From an optimization exercise on the open Yosys and OpenROAD flow, aimed at small area; shortcuts taken in it are not production practice. Function was checked by simulation only, so behaviour that the tests miss may differ from the original. Power is estimated from default activity; no workload was simulated.

==> trial 30 <==
==> flow/design.v <==
module rover_dff (
    input  wire clk,
    input  wire rst_n,
    input  wire d,
    output reg  q
);
  always @(posedge clk) begin
    if (!rst_n) q <= 1'b0;
    else        q <= d;
  end
endmodule
module mux_4bit #(
    parameter BITS = 8
) (
    input  wire [BITS-1:0] a,
    input  wire [BITS-1:0] b,
    input  wire [BITS-1:0] c,
    input  wire [BITS-1:0] d,
    input  wire [BITS-1:0] e,
    input  wire [BITS-1:0] f,
    input  wire [BITS-1:0] g,
    input  wire [3:0]      sel,
    output reg  [BITS-1:0] out
);
  always @(*) begin
    case (sel)
      4'b0000: out = a;
      4'b0001: out = b;
      4'b0010: out = c;
      4'b0011: out = d;
      4'b0100: out = e;
      4'b0101: out = f;
      4'b0110: out = g;
      default: out = {BITS{1'b0}};
    endcase
  end
endmodule
module heartbeat_counter (
    input  wire clk,
    input  wire rst_n,
    output wire counter_out
);
  reg  [20:0] s;
  reg         hb;
  wire        z  = (s[19:0] == 20'd0);
  wire        fb = s[20] ^ s[18] ^ z;
  always @(posedge clk) begin
    if (!rst_n) begin
      s  <= 21'd0;
      hb <= 1'b0;
    end else begin
      s  <= {s[19:0], fb};
      hb <= hb ^ (s[20] & z);
    end
  end
  assign counter_out = hb;
endmodule
module pulse_width_measure #(
    parameter W = 20
) (
    input  wire         clk,
    input  wire         rst_n,
    input  wire         pulse_signal,
    output reg  [W-1:0] pulse_width
);
  reg  [1:0]   st;
  reg  [W-1:0] cp;
  wire         q1, q2;
  rover_dff inst_dff1 (.clk(clk), .rst_n(rst_n), .d(pulse_signal), .q(q1));
  reg q2_r;
  always @(posedge clk) q2_r <= q1;
  assign q2 = q2_r;
  always @(posedge clk) begin
    if (!rst_n) st <= 2'b00;
    else case (st)
      2'b00: if (q1 && !q2)  st <= 2'b01;
      2'b01: if (q1 && q2)   st <= 2'b11;
      2'b11: if (!q1 && q2)  st <= 2'b10;
      default: if (!q1 && !q2) st <= 2'b00;
    endcase
  end
  reg [W:0]   c;
  reg [W-1:0] inc;
  integer i;
  always @(*) begin
    c[0] = st[0];
    for (i = 0; i < W; i = i + 1) begin
      inc[i] = cp[i] ^ c[i];
      c[i+1] = cp[i] & c[i];
    end
  end
  always @(posedge clk) begin
    if (!st[1]) cp <= {{(W-1){1'b0}}, 1'b1};
    else        cp <= inc;
  end
  wire ld = rst_n & st[1] & !st[0];
  wire hd = rst_n & !(st[1] & !st[0]);
  always @(posedge clk) pulse_width <= ({W{ld}} & cp) | ({W{hd}} & pulse_width);
endmodule
module pulse_width_measure_toggle #(
    parameter W = 20
) (
    input  wire         clk,
    input  wire         rst_n,
    input  wire         pulse_signal,
    output reg  [W-1:0] pulse_width,
    output reg          digital_output
);
  reg  [1:0]   st;
  reg  [W-1:0] cp;
  wire         q1, q2;
  rover_dff inst_dff1 (.clk(clk), .rst_n(rst_n), .d(pulse_signal), .q(q1));
  reg q2_r;
  always @(posedge clk) q2_r <= q1;
  assign q2 = q2_r;
  always @(posedge clk) begin
    if (!rst_n) st <= 2'b00;
    else case (st)
      2'b00: if (q1 && !q2)  st <= 2'b01;
      2'b01: if (q1 && q2)   st <= 2'b11;
      2'b11: if (!q1 && q2)  st <= 2'b10;
      default: if (!q1 && !q2) st <= 2'b00;
    endcase
  end
  reg [W:0]   c;
  reg [W-1:0] inc;
  integer i;
  always @(*) begin
    c[0] = st[0];
    for (i = 0; i < W; i = i + 1) begin
      inc[i] = cp[i] ^ c[i];
      c[i+1] = cp[i] & c[i];
    end
  end
  always @(posedge clk) begin
    if (!st[1]) cp <= {{(W-1){1'b0}}, 1'b1};
    else        cp <= inc;
  end
  localparam [W-1:0] K = 75002;
  reg lt;
  always @(*) begin
    lt = 1'b0;
    for (i = 0; i < W; i = i + 1)
      lt = K[i] ? (!pulse_width[i] | lt) : (!pulse_width[i] & lt);
    digital_output = (|pulse_width) & lt;
  end
  wire ld = rst_n & st[1] & !st[0];
  wire hd = rst_n & !(st[1] & !st[0]);
  always @(posedge clk) pulse_width <= ({W{ld}} & cp) | ({W{hd}} & pulse_width);
endmodule
module he_counter #(
    parameter W = 16
) (
    input  wire         clk,
    input  wire         rst_n,
    input  wire         pulse_signal,
    output reg  [W-1:0] pulse_counts
);
  localparam S_RISING = 2'd0, S_HIGH = 2'd1, S_FALLING = 2'd3, S_LOW = 2'd2;
  reg  [1:0] measurement_state;
  reg        seen;
  wire       q1, q2;
  rover_dff inst_dff1 (.clk(clk), .rst_n(rst_n), .d(pulse_signal), .q(q1));
  reg q2_r;
  always @(posedge clk) q2_r <= q1;
  assign q2 = q2_r;
  wire count = (measurement_state == S_HIGH) && q1 && q2;
  reg [W:0]   c;
  reg [W-1:0] nxt;
  integer i;
  always @(*) begin
    c[0] = count & seen;
    for (i = 0; i < W; i = i + 1) begin
      nxt[i] = pulse_counts[i] ^ c[i];
      c[i+1] = pulse_counts[i] & c[i];
    end
  end
  always @(posedge clk) begin
    if (!rst_n) begin
      measurement_state <= S_RISING;
      seen              <= 1'b0;
      pulse_counts      <= {W{1'b0}};
    end else begin
      pulse_counts <= nxt;
      if (count) seen <= 1'b1;
      case (measurement_state)
        S_RISING:  if (q1 && !q2)  measurement_state <= S_HIGH;
        S_HIGH:    if (q1 && q2)   measurement_state <= S_FALLING;
        S_FALLING: if (!q1 && q2)  measurement_state <= S_LOW;
        default:   if (!q1 && !q2) measurement_state <= S_RISING;
      endcase
    end
  end
endmodule
module pwm_timebase (
    input  wire        clk,
    input  wire        rst_n,
    output wire [15:0] t,
    output wire        valid,    
    output wire        down      
);
  reg [14:0] U;
  reg [3:0]  x;
  reg        dn;
  reg [9:0]  s1, lo;
  reg [10:0] cy;
  reg        lt;
  integer i;
  always @(*) begin
    cy[0] = 1'b0;
    for (i = 0; i < 10; i = i + 1) begin
      if (i < 3) begin
        s1[i]   = U[i];
        cy[i+1] = 1'b0;
      end else begin
        s1[i]   = U[i] ^ U[i-3] ^ cy[i];
        cy[i+1] = (U[i] & U[i-3]) | (U[i] & cy[i]) | (U[i-3] & cy[i]);
      end
    end
    lo    = s1;
    lo[8] = s1[8] ^ U[0];
    lo[9] = s1[9] ^ U[1] ^ (s1[8] & U[0]);
    lt = 1'b0;
    for (i = 0; i < 10; i = i + 1)
      lt = (10'd759 >> i) & 1 ? (!lo[i] | lt) : (!lo[i] & lt);
  end
  wire f = !lt;
  wire u0   = (U == 15'd0);
  wire last = (x[3:1] == 3'b111) && (x[0] == f);    
  wire top  = u0 && (x == 4'd15);                   
  wire bot  = dn && u0 && (x == 4'd13);             
  wire wrap = last | top;
  reg [15:0] uc;
  reg [14:0] un;
  always @(*) begin
    uc[0] = wrap;
    for (i = 0; i < 15; i = i + 1) begin
      un[i]   = U[i] ^ uc[i];
      uc[i+1] = (U[i] ^ dn) & uc[i];
    end
  end
  wire reach_top = !dn && uc[15];    
  always @(posedge clk) begin
    if (!rst_n) begin
      U  <= 15'd0;
      x  <= 4'd1;
      dn <= 1'b0;
    end else begin
      U  <= un;
      x  <= reach_top ? 4'd15 : (wrap | bot) ? 4'd0 : x + 1'b1;
      dn <= !bot & (dn | reach_top);
    end
  end
  assign t     = {1'b0, U};
  assign valid = dn ? last : (x == 4'd0);
  assign down  = dn;
endmodule
module pwm #(
    parameter integer BITS_RESOLUTION = 15
) (
    input  wire                       clk,
    input  wire                       rst_n,
    input  wire [BITS_RESOLUTION-1:0] duty,
    input  wire [15:0]                t,
    input  wire                       valid,
    input  wire                       down,
    output reg                        pwm_out
);
  reg  nxt;   
  wire hit = valid && (t == {1'b0, duty});
  always @(posedge clk) begin
    if (!rst_n) begin
      nxt     <= 1'b0;
      pwm_out <= 1'b0;
    end else begin
      if (hit) nxt <= down;
      pwm_out <= nxt;
    end
  end
endmodule
module rover_io (
    input  wire        clk,               
    input  wire        rst_n,             
    input  wire [5:0]  rc_in,             
    input  wire        hall_in,           
    input  wire [3:0]  dip_sw,            
    input  wire [15:0] steer_duty,        
    input  wire [14:0] throttle_duty,     
    input  wire [15:0] led_value,         
    output wire [19:0] pulse_width0,
    output wire [19:0] pulse_width1,
    output wire [19:0] pulse_width2,
    output wire [19:0] pulse_width3,
    output wire [19:0] pulse_width4,
    output wire [19:0] pulse_width5,
    output wire [15:0] hall_count,
    output wire        pwm_steering,
    output wire        pwm_throttle,
    output wire        digital_output1,
    output wire [7:0]  led
);
  wire       heartbeat;
  wire       pwm_steering_gen;
  wire       pwm_throttle_gen;
  he_counter #(.W(16)) inst_HE_sensor (
      .clk(clk), .rst_n(rst_n), .pulse_signal(hall_in), .pulse_counts(hall_count));
  mux_4bit #(.BITS(8)) inst_mux_LED (
      .a({1'b1, 1'b1, heartbeat, heartbeat, heartbeat, 1'b1, heartbeat, 1'b1}),
      .b(led_value[7:0]),
      .c(led_value[15:8]),
      .d({1'b1, 1'b1, heartbeat, heartbeat, heartbeat, 1'b1, heartbeat, 1'b1}),
      .e(steer_duty[7:0]),
      .f(steer_duty[15:8]),
      .g({hall_count[6:0], hall_in}),
      .sel(dip_sw),
      .out(led));
  mux_4bit #(.BITS(1)) inst_mux_steering (
      .a(pwm_steering_gen), .b(rc_in[3]), .c(1'b0), .d(1'b0),
      .e(pwm_steering_gen), .f(pwm_steering_gen), .g(1'b0),
      .sel(dip_sw), .out(pwm_steering));
  mux_4bit #(.BITS(1)) inst_mux_throttle (
      .a(pwm_throttle_gen), .b(rc_in[2]), .c(1'b0), .d(1'b0),
      .e(1'b0), .f(1'b0), .g(1'b0),
      .sel(dip_sw), .out(pwm_throttle));
  wire [15:0] pwm_t;
  wire        pwm_valid, pwm_down;
  pwm_timebase inst_pwm_timebase (
      .clk(clk), .rst_n(rst_n), .t(pwm_t), .valid(pwm_valid), .down(pwm_down));
  pwm #(.BITS_RESOLUTION(15)) inst_pwmGen_steering (
      .clk(clk), .rst_n(rst_n), .duty(steer_duty[14:0]),
      .t(pwm_t), .valid(pwm_valid), .down(pwm_down), .pwm_out(pwm_steering_gen));
  pwm #(.BITS_RESOLUTION(15)) inst_pwmGen_Throttle (
      .clk(clk), .rst_n(rst_n), .duty(throttle_duty),
      .t(pwm_t), .valid(pwm_valid), .down(pwm_down), .pwm_out(pwm_throttle_gen));
  heartbeat_counter inst_counter (.clk(clk), .rst_n(rst_n), .counter_out(heartbeat));
  pulse_width_measure #(.W(20)) inst_pwM1 (
      .clk(clk), .rst_n(rst_n), .pulse_signal(rc_in[0]), .pulse_width(pulse_width0));
  pulse_width_measure #(.W(20)) inst_pwM2 (
      .clk(clk), .rst_n(rst_n), .pulse_signal(rc_in[1]), .pulse_width(pulse_width1));
  pulse_width_measure #(.W(20)) inst_pwM3 (
      .clk(clk), .rst_n(rst_n), .pulse_signal(rc_in[2]), .pulse_width(pulse_width2));
  pulse_width_measure #(.W(20)) inst_pwM4 (
      .clk(clk), .rst_n(rst_n), .pulse_signal(rc_in[3]), .pulse_width(pulse_width3));
  pulse_width_measure #(.W(20)) inst_pwM5 (
      .clk(clk), .rst_n(rst_n), .pulse_signal(rc_in[4]), .pulse_width(pulse_width4));
  pulse_width_measure_toggle #(.W(20)) inst_pwM6 (
      .clk(clk), .rst_n(rst_n), .pulse_signal(rc_in[5]),
      .pulse_width(pulse_width5), .digital_output(digital_output1));
endmodule
==> flow/flow/run.sh <==
#!/bin/bash
# The standard layout (standard.sh) with three changes:
#  - synthesis leaves adders to abc (no ADDER_MAP_FILE) and runs abc with the
#    area-oriented script flow/abc_area.script instead of ORFS's;
#  - ports are buffered with buf_1;
#  - the clock tree uses clkbuf_4 leaf clusters of 10 sinks and no dummy loads.
# Everything else (registers, floorplan, power grid, routing) is the standard flow.
# The output of the whole run goes to standard_flow.log; ORFS keeps each
# step's own log under orfs/logs/.
set -euo pipefail
W=$(pwd)
cat > "$W/area_synth.tcl" <<EOF
proc abc {args} {
  set i [lsearch -exact \$args -script]
  if { \$i >= 0 } { set args [lreplace \$args [expr {\$i + 1}] [expr {\$i + 1}] $W/flow/abc_area.script] }
  yosys abc {*}\$args
}
source $W/synth_recipe.tcl
EOF
bash standard.sh \
  "SYNTH_SCRIPT=$W/area_synth.tcl" \
  "ADDER_MAP_FILE=" \
  "BUFFER_PORTS_ARGS=-buffer_cell sky130_fd_sc_hd__buf_1" \
  "CTS_ARGS=-sink_clustering_enable -repair_clock_nets -dont_use_dummy_load -buf_list sky130_fd_sc_hd__clkbuf_4 -sink_clustering_size 10 -sink_clustering_max_diameter 60" \
  finish > standard_flow.log 2>&1
==> flow/flow/abc_area.script <==
strash
balance
rewrite
refactor
balance
rewrite
rewrite -z
balance
refactor -z
rewrite -z
balance
&get -n
&st
&dch -f
&nf -a -R 1000
&put
strash
balance
rewrite
refactor
balance
rewrite
rewrite -z
balance
refactor -z
rewrite -z
balance
&get -n
&st
&dch -f
&nf -a -R 1000
&put
strash
balance
rewrite
refactor
balance
rewrite
rewrite -z
balance
refactor -z
rewrite -z
balance
&get -n
&st
&dch -f
&nf -a -R 1000
&put
strash
balance
rewrite
refactor
balance
rewrite
rewrite -z
balance
refactor -z
rewrite -z
balance
&get -n
&st
&dch -f
&nf -a -R 1000
&put
strash
balance
rewrite
refactor
balance
rewrite
rewrite -z
balance
refactor -z
rewrite -z
balance
&get -n
&st
&dch -f
&nf -a -R 1000
&put
==> flow/standard.sh <==
#!/bin/bash
# synth_recipe.tcl (not shown) runs the flow's synth.tcl, then flattens the netlist and writes it again
# the make line also repeats each setting of config.mk as NAME=value (left out here)
make -C /OpenROAD-flow-scripts/flow DESIGN_CONFIG=/design/flow/config.mk WORK_HOME=/design/flow/orfs CLKGATE_MAP_FILE= SYNTH_SCRIPT=/design/flow/synth_recipe.tcl "${@:-finish}"
==> flow/config.mk <==
export PLATFORM = sky130hd
export DESIGN_NAME = rover_io
export DESIGN_NICKNAME = rover_io
export VERILOG_FILES = /design/flow/design.v
export SDC_FILE = /design/flow/constraint.sdc
export NUM_CORES = 4
export LEC_CHECK = 0
export CAP_MARGIN = 0
export CORE_MARGIN = 2
export CORE_UTILIZATION = 65
export SLEW_MARGIN = 0
==> flow/constraint.sdc <==
create_clock -name core_clock -period 20.0 [get_ports {clk}]
set_input_delay 4.0000 -clock core_clock [delete_from_list [all_inputs] [get_ports {clk}]]
set_output_delay 4.0000 -clock core_clock [all_outputs]
set_load 0.01 [all_outputs]
==> trial 94: changes against trial 30 <==
--- a/flow/design.v
+++ b/flow/design.v
@@ -40,20 +40,22 @@
     input  wire rst_n,
     output wire counter_out
 );
-  reg  [20:0] s;
-  reg         hb;
-  wire        z  = (s[19:0] == 20'd0);
-  wire        fb = s[20] ^ s[18] ^ z;
-  always @(posedge clk) begin
-    if (!rst_n) begin
-      s  <= 21'd0;
-      hb <= 1'b0;
-    end else begin
-      s  <= {s[19:0], fb};
-      hb <= hb ^ (s[20] & z);
+  reg [21:0] q;
+  reg [22:0] c;
+  reg [21:0] d;
+  integer i;
+  always @(*) begin
+    c[0] = 1'b1;
+    for (i = 0; i < 22; i = i + 1) begin
+      d[i]   = q[i] ^ c[i];
+      c[i+1] = q[i] & c[i];
     end
   end
-  assign counter_out = hb;
+  always @(posedge clk) begin
+    if (!rst_n) q <= 22'd0;
+    else        q <= d;
+  end
+  assign counter_out = q[21];
 endmodule
 module pulse_width_measure #(
     parameter W = 20
@@ -67,9 +69,7 @@
   reg  [W-1:0] cp;
   wire         q1, q2;
   rover_dff inst_dff1 (.clk(clk), .rst_n(rst_n), .d(pulse_signal), .q(q1));
-  reg q2_r;
-  always @(posedge clk) q2_r <= q1;
-  assign q2 = q2_r;
+  rover_dff inst_dff2 (.clk(clk), .rst_n(rst_n), .d(q1),           .q(q2));
   always @(posedge clk) begin
     if (!rst_n) st <= 2'b00;
     else case (st)
@@ -93,9 +93,10 @@
     if (!st[1]) cp <= {{(W-1){1'b0}}, 1'b1};
     else        cp <= inc;
   end
-  wire ld = rst_n & st[1] & !st[0];
-  wire hd = rst_n & !(st[1] & !st[0]);
-  always @(posedge clk) pulse_width <= ({W{ld}} & cp) | ({W{hd}} & pulse_width);
+  always @(posedge clk) begin
+    if (!rst_n)              pulse_width <= {W{1'b0}};
+    else if (st == 2'b10)    pulse_width <= cp;
+  end
 endmodule
 module pulse_width_measure_toggle #(
     parameter W = 20
@@ -110,9 +111,7 @@
   reg  [W-1:0] cp;
   wire         q1, q2;
   rover_dff inst_dff1 (.clk(clk), .rst_n(rst_n), .d(pulse_signal), .q(q1));
-  reg q2_r;
-  always @(posedge clk) q2_r <= q1;
-  assign q2 = q2_r;
+  rover_dff inst_dff2 (.clk(clk), .rst_n(rst_n), .d(q1),           .q(q2));
   always @(posedge clk) begin
     if (!rst_n) st <= 2'b00;
     else case (st)
@@ -141,12 +140,17 @@
   always @(*) begin
     lt = 1'b0;
     for (i = 0; i < W; i = i + 1)
-      lt = K[i] ? (!pulse_width[i] | lt) : (!pulse_width[i] & lt);
-    digital_output = (|pulse_width) & lt;
+      lt = K[i] ? (!cp[i] | lt) : (!cp[i] & lt);
+  end
+  always @(posedge clk) begin
+    if (!rst_n) begin
+      pulse_width    <= {W{1'b0}};
+      digital_output <= 1'b0;
+    end else if (st == 2'b10) begin
+      pulse_width    <= cp;
+      digital_output <= (|cp) && lt;
+    end
   end
-  wire ld = rst_n & st[1] & !st[0];
-  wire hd = rst_n & !(st[1] & !st[0]);
-  always @(posedge clk) pulse_width <= ({W{ld}} & cp) | ({W{hd}} & pulse_width);
 endmodule
 module he_counter #(
     parameter W = 16
@@ -161,9 +165,7 @@
   reg        seen;
   wire       q1, q2;
   rover_dff inst_dff1 (.clk(clk), .rst_n(rst_n), .d(pulse_signal), .q(q1));
-  reg q2_r;
-  always @(posedge clk) q2_r <= q1;
-  assign q2 = q2_r;
+  rover_dff inst_dff2 (.clk(clk), .rst_n(rst_n), .d(q1),           .q(q2));
   wire count = (measurement_state == S_HIGH) && q1 && q2;
   reg [W:0]   c;
   reg [W-1:0] nxt;
@@ -199,60 +201,66 @@
     output wire        valid,    
     output wire        down      
 );
-  reg [14:0] U;
-  reg [3:0]  x;
+  reg [15:0] T;
+  reg [3:0]  hi;
   reg        dn;
   reg [9:0]  s1, lo;
   reg [10:0] cy;
-  reg        lt;
+  reg        lt_up, lt_dn;
   integer i;
   always @(*) begin
     cy[0] = 1'b0;
     for (i = 0; i < 10; i = i + 1) begin
       if (i < 3) begin
-        s1[i]   = U[i];
+        s1[i]   = T[i];
         cy[i+1] = 1'b0;
       end else begin
-        s1[i]   = U[i] ^ U[i-3] ^ cy[i];
-        cy[i+1] = (U[i] & U[i-3]) | (U[i] & cy[i]) | (U[i-3] & cy[i]);
+        s1[i]   = T[i] ^ T[i-3] ^ cy[i];
+        cy[i+1] = (T[i] & T[i-3]) | (T[i] & cy[i]) | (T[i-3] & cy[i]);
       end
     end
-    lo    = s1;
-    lo[8] = s1[8] ^ U[0];
-    lo[9] = s1[9] ^ U[1] ^ (s1[8] & U[0]);
-    lt = 1'b0;
-    for (i = 0; i < 10; i = i + 1)
-      lt = (10'd759 >> i) & 1 ? (!lo[i] | lt) : (!lo[i] & lt);
+    lo      = s1;
+    lo[8]   = s1[8] ^ T[0];
+    lo[9]   = s1[9] ^ T[1] ^ (s1[8] & T[0]);
+    lt_up = 1'b0;
+    lt_dn = 1'b0;
+    for (i = 0; i < 10; i = i + 1) begin
+      lt_up = (10'd759 >> i) & 1 ? (!lo[i] | lt_up) : (!lo[i] & lt_up);
+      lt_dn = (10'd265 >> i) & 1 ? (!lo[i] | lt_dn) : (!lo[i] & lt_dn);
+    end
   end
-  wire f = !lt;
-  wire u0   = (U == 15'd0);
-  wire last = (x[3:1] == 3'b111) && (x[0] == f);    
-  wire top  = u0 && (x == 4'd15);                   
-  wire bot  = dn && u0 && (x == 4'd13);             
-  wire wrap = last | top;
-  reg [15:0] uc;
-  reg [14:0] un;
-  always @(*) begin
-    uc[0] = wrap;
-    for (i = 0; i < 15; i = i + 1) begin
-      un[i]   = U[i] ^ uc[i];
-      uc[i+1] = (U[i] ^ dn) & uc[i];
+  wire f_up = !lt_up;    
+  wire f_dn = !lt_dn;    
+  wire up_wrap = (hi == 4'd0);
+  wire dn_wrap = (hi == 4'd15) || (hi == 4'd14 && f_dn);
+  wire wrap    = dn ? dn_wrap : up_wrap;
+  reg [16:0] tc;
+  reg [15:0] tn;
+  always @(*) begin
+    tc[0] = wrap;
+    for (i = 0; i < 16; i = i + 1) begin
+      tn[i]   = T[i] ^ tc[i];
+      tc[i+1] = (T[i] ^ dn) & tc[i];
     end
   end
-  wire reach_top = !dn && uc[15];    
   always @(posedge clk) begin
     if (!rst_n) begin
-      U  <= 15'd0;
-      x  <= 4'd1;
+      T  <= 16'd1;
+      hi <= 4'd14;
       dn <= 1'b0;
     end else begin
-      U  <= un;
-      x  <= reach_top ? 4'd15 : (wrap | bot) ? 4'd0 : x + 1'b1;
-      dn <= !bot & (dn | reach_top);
+      T <= tn;
+      if (!dn) begin
+        hi <= up_wrap ? {3'b111, f_up} : hi - 1'b1;
+        if (T[15] && hi == 4'd1) dn <= 1'b1;
+      end else begin
+        hi <= dn_wrap ? 4'd0 : hi + 1'b1;
+        if (dn_wrap && T == 16'd1) dn <= 1'b0;
+      end
     end
   end
-  assign t     = {1'b0, U};
-  assign valid = dn ? last : (x == 4'd0);
+  assign t     = T;
+  assign valid = (hi == 4'd0);
   assign down  = dn;
 endmodule
 module pwm #(
==> flow/run.sh (new file) <==
#!/bin/bash
# synth_recipe.tcl (not shown) runs the flow's synth.tcl, then flattens the netlist and writes it again
# the make line also repeats each setting of config.mk as NAME=value (left out here)
make -C /OpenROAD-flow-scripts/flow DESIGN_CONFIG=/design/flow/config.mk WORK_HOME=/design/flow/orfs CLKGATE_MAP_FILE= SYNTH_SCRIPT=/design/flow/synth_recipe.tcl finish
==> flow/config.mk (replaced) <==
export PLATFORM = sky130hd
export DESIGN_NAME = rover_io
export DESIGN_NICKNAME = rover_io
export VERILOG_FILES = /design/flow/design.v
export SDC_FILE = /design/flow/constraint.sdc
export NUM_CORES = 4
export LEC_CHECK = 0
export CAP_MARGIN = 20
export CORE_MARGIN = 2
export CORE_UTILIZATION = 40
export SLEW_MARGIN = 20
removed: flow/flow/run.sh
removed: flow/flow/abc_area.script
removed: flow/standard.sh
==> run notes <==
item	trial 94	trial 30
Run status	complete, no violations	complete, no violations
Seq area share	0.3754	0.5074
Worst Path Max Fanout	25	10
Effective utilization at floorplan	0.4071	0.6694
Worst flop-to-flop path endpoint	inst_pwm_timebase.T[12]	inst_pwm_timebase.x[3]
Seq_cells	333	331
Pre-Repair DR Iteration Count	4	5
Number of nets in the finished design	1875	1475
TritonCTS Sinks	333	331
Shortest clock period the worst path allows after layout	10.73 ns	9.685 ns
Multi-input gate share of total cell area	0.3919	0.3756
Row cnt	68	48
Share of synthesized cell area in full adder, half adder and majority cells	0.1486	0.0008586
DRC violation total after the first TritonRoute iteration	422	603
Setup slack of the critical path after layout	9.269 ns	10.32 ns
Area used by multi-input combinational logic	6959 um2	4905 um2
Comb group	0.0668 mW	0.0309 mW
Sequential-to-total area share from yosys stat	0.4740	0.5684
Power consumption	1.472 mW	0.9850 mW
Max power group	clock	sequential cells
Number of cells on the critical path	7	6
Final Util	0.5141	0.7498
Die width	191.5 um	137.9 um

what the ideal ports hide:
How much do the figures lean on ideal ports? The routed layouts below were timed once more, with nothing changed but the port constraints.
Step 1 assumes that a clkbuf_16 drives the clock port and a buf_2 every other input.
Step 2 also shifts input and output timing later by t, the mid clock arrival at the registers, as if the neighbouring blocks saw the same clock.
Three values: no drivers, after step 1, after step 2; two values: the first two.
run	t (ns)	setup WS [ns]	slew at the worst register clock pin (ns)	pins driven straight from the clock port
trial 30	0.624	10.315 / 10.282 / 10.282	0.11 / 0.11	1
trial 94	0.556	9.269 / 9.247 / 9.247	0.06 / 0.06	1
After both steps setup and hold are still met in every run listed. The setup slack of trial 30, which loses most, moves by -0.033 ns with the drivers and by -0.033 ns with both steps.
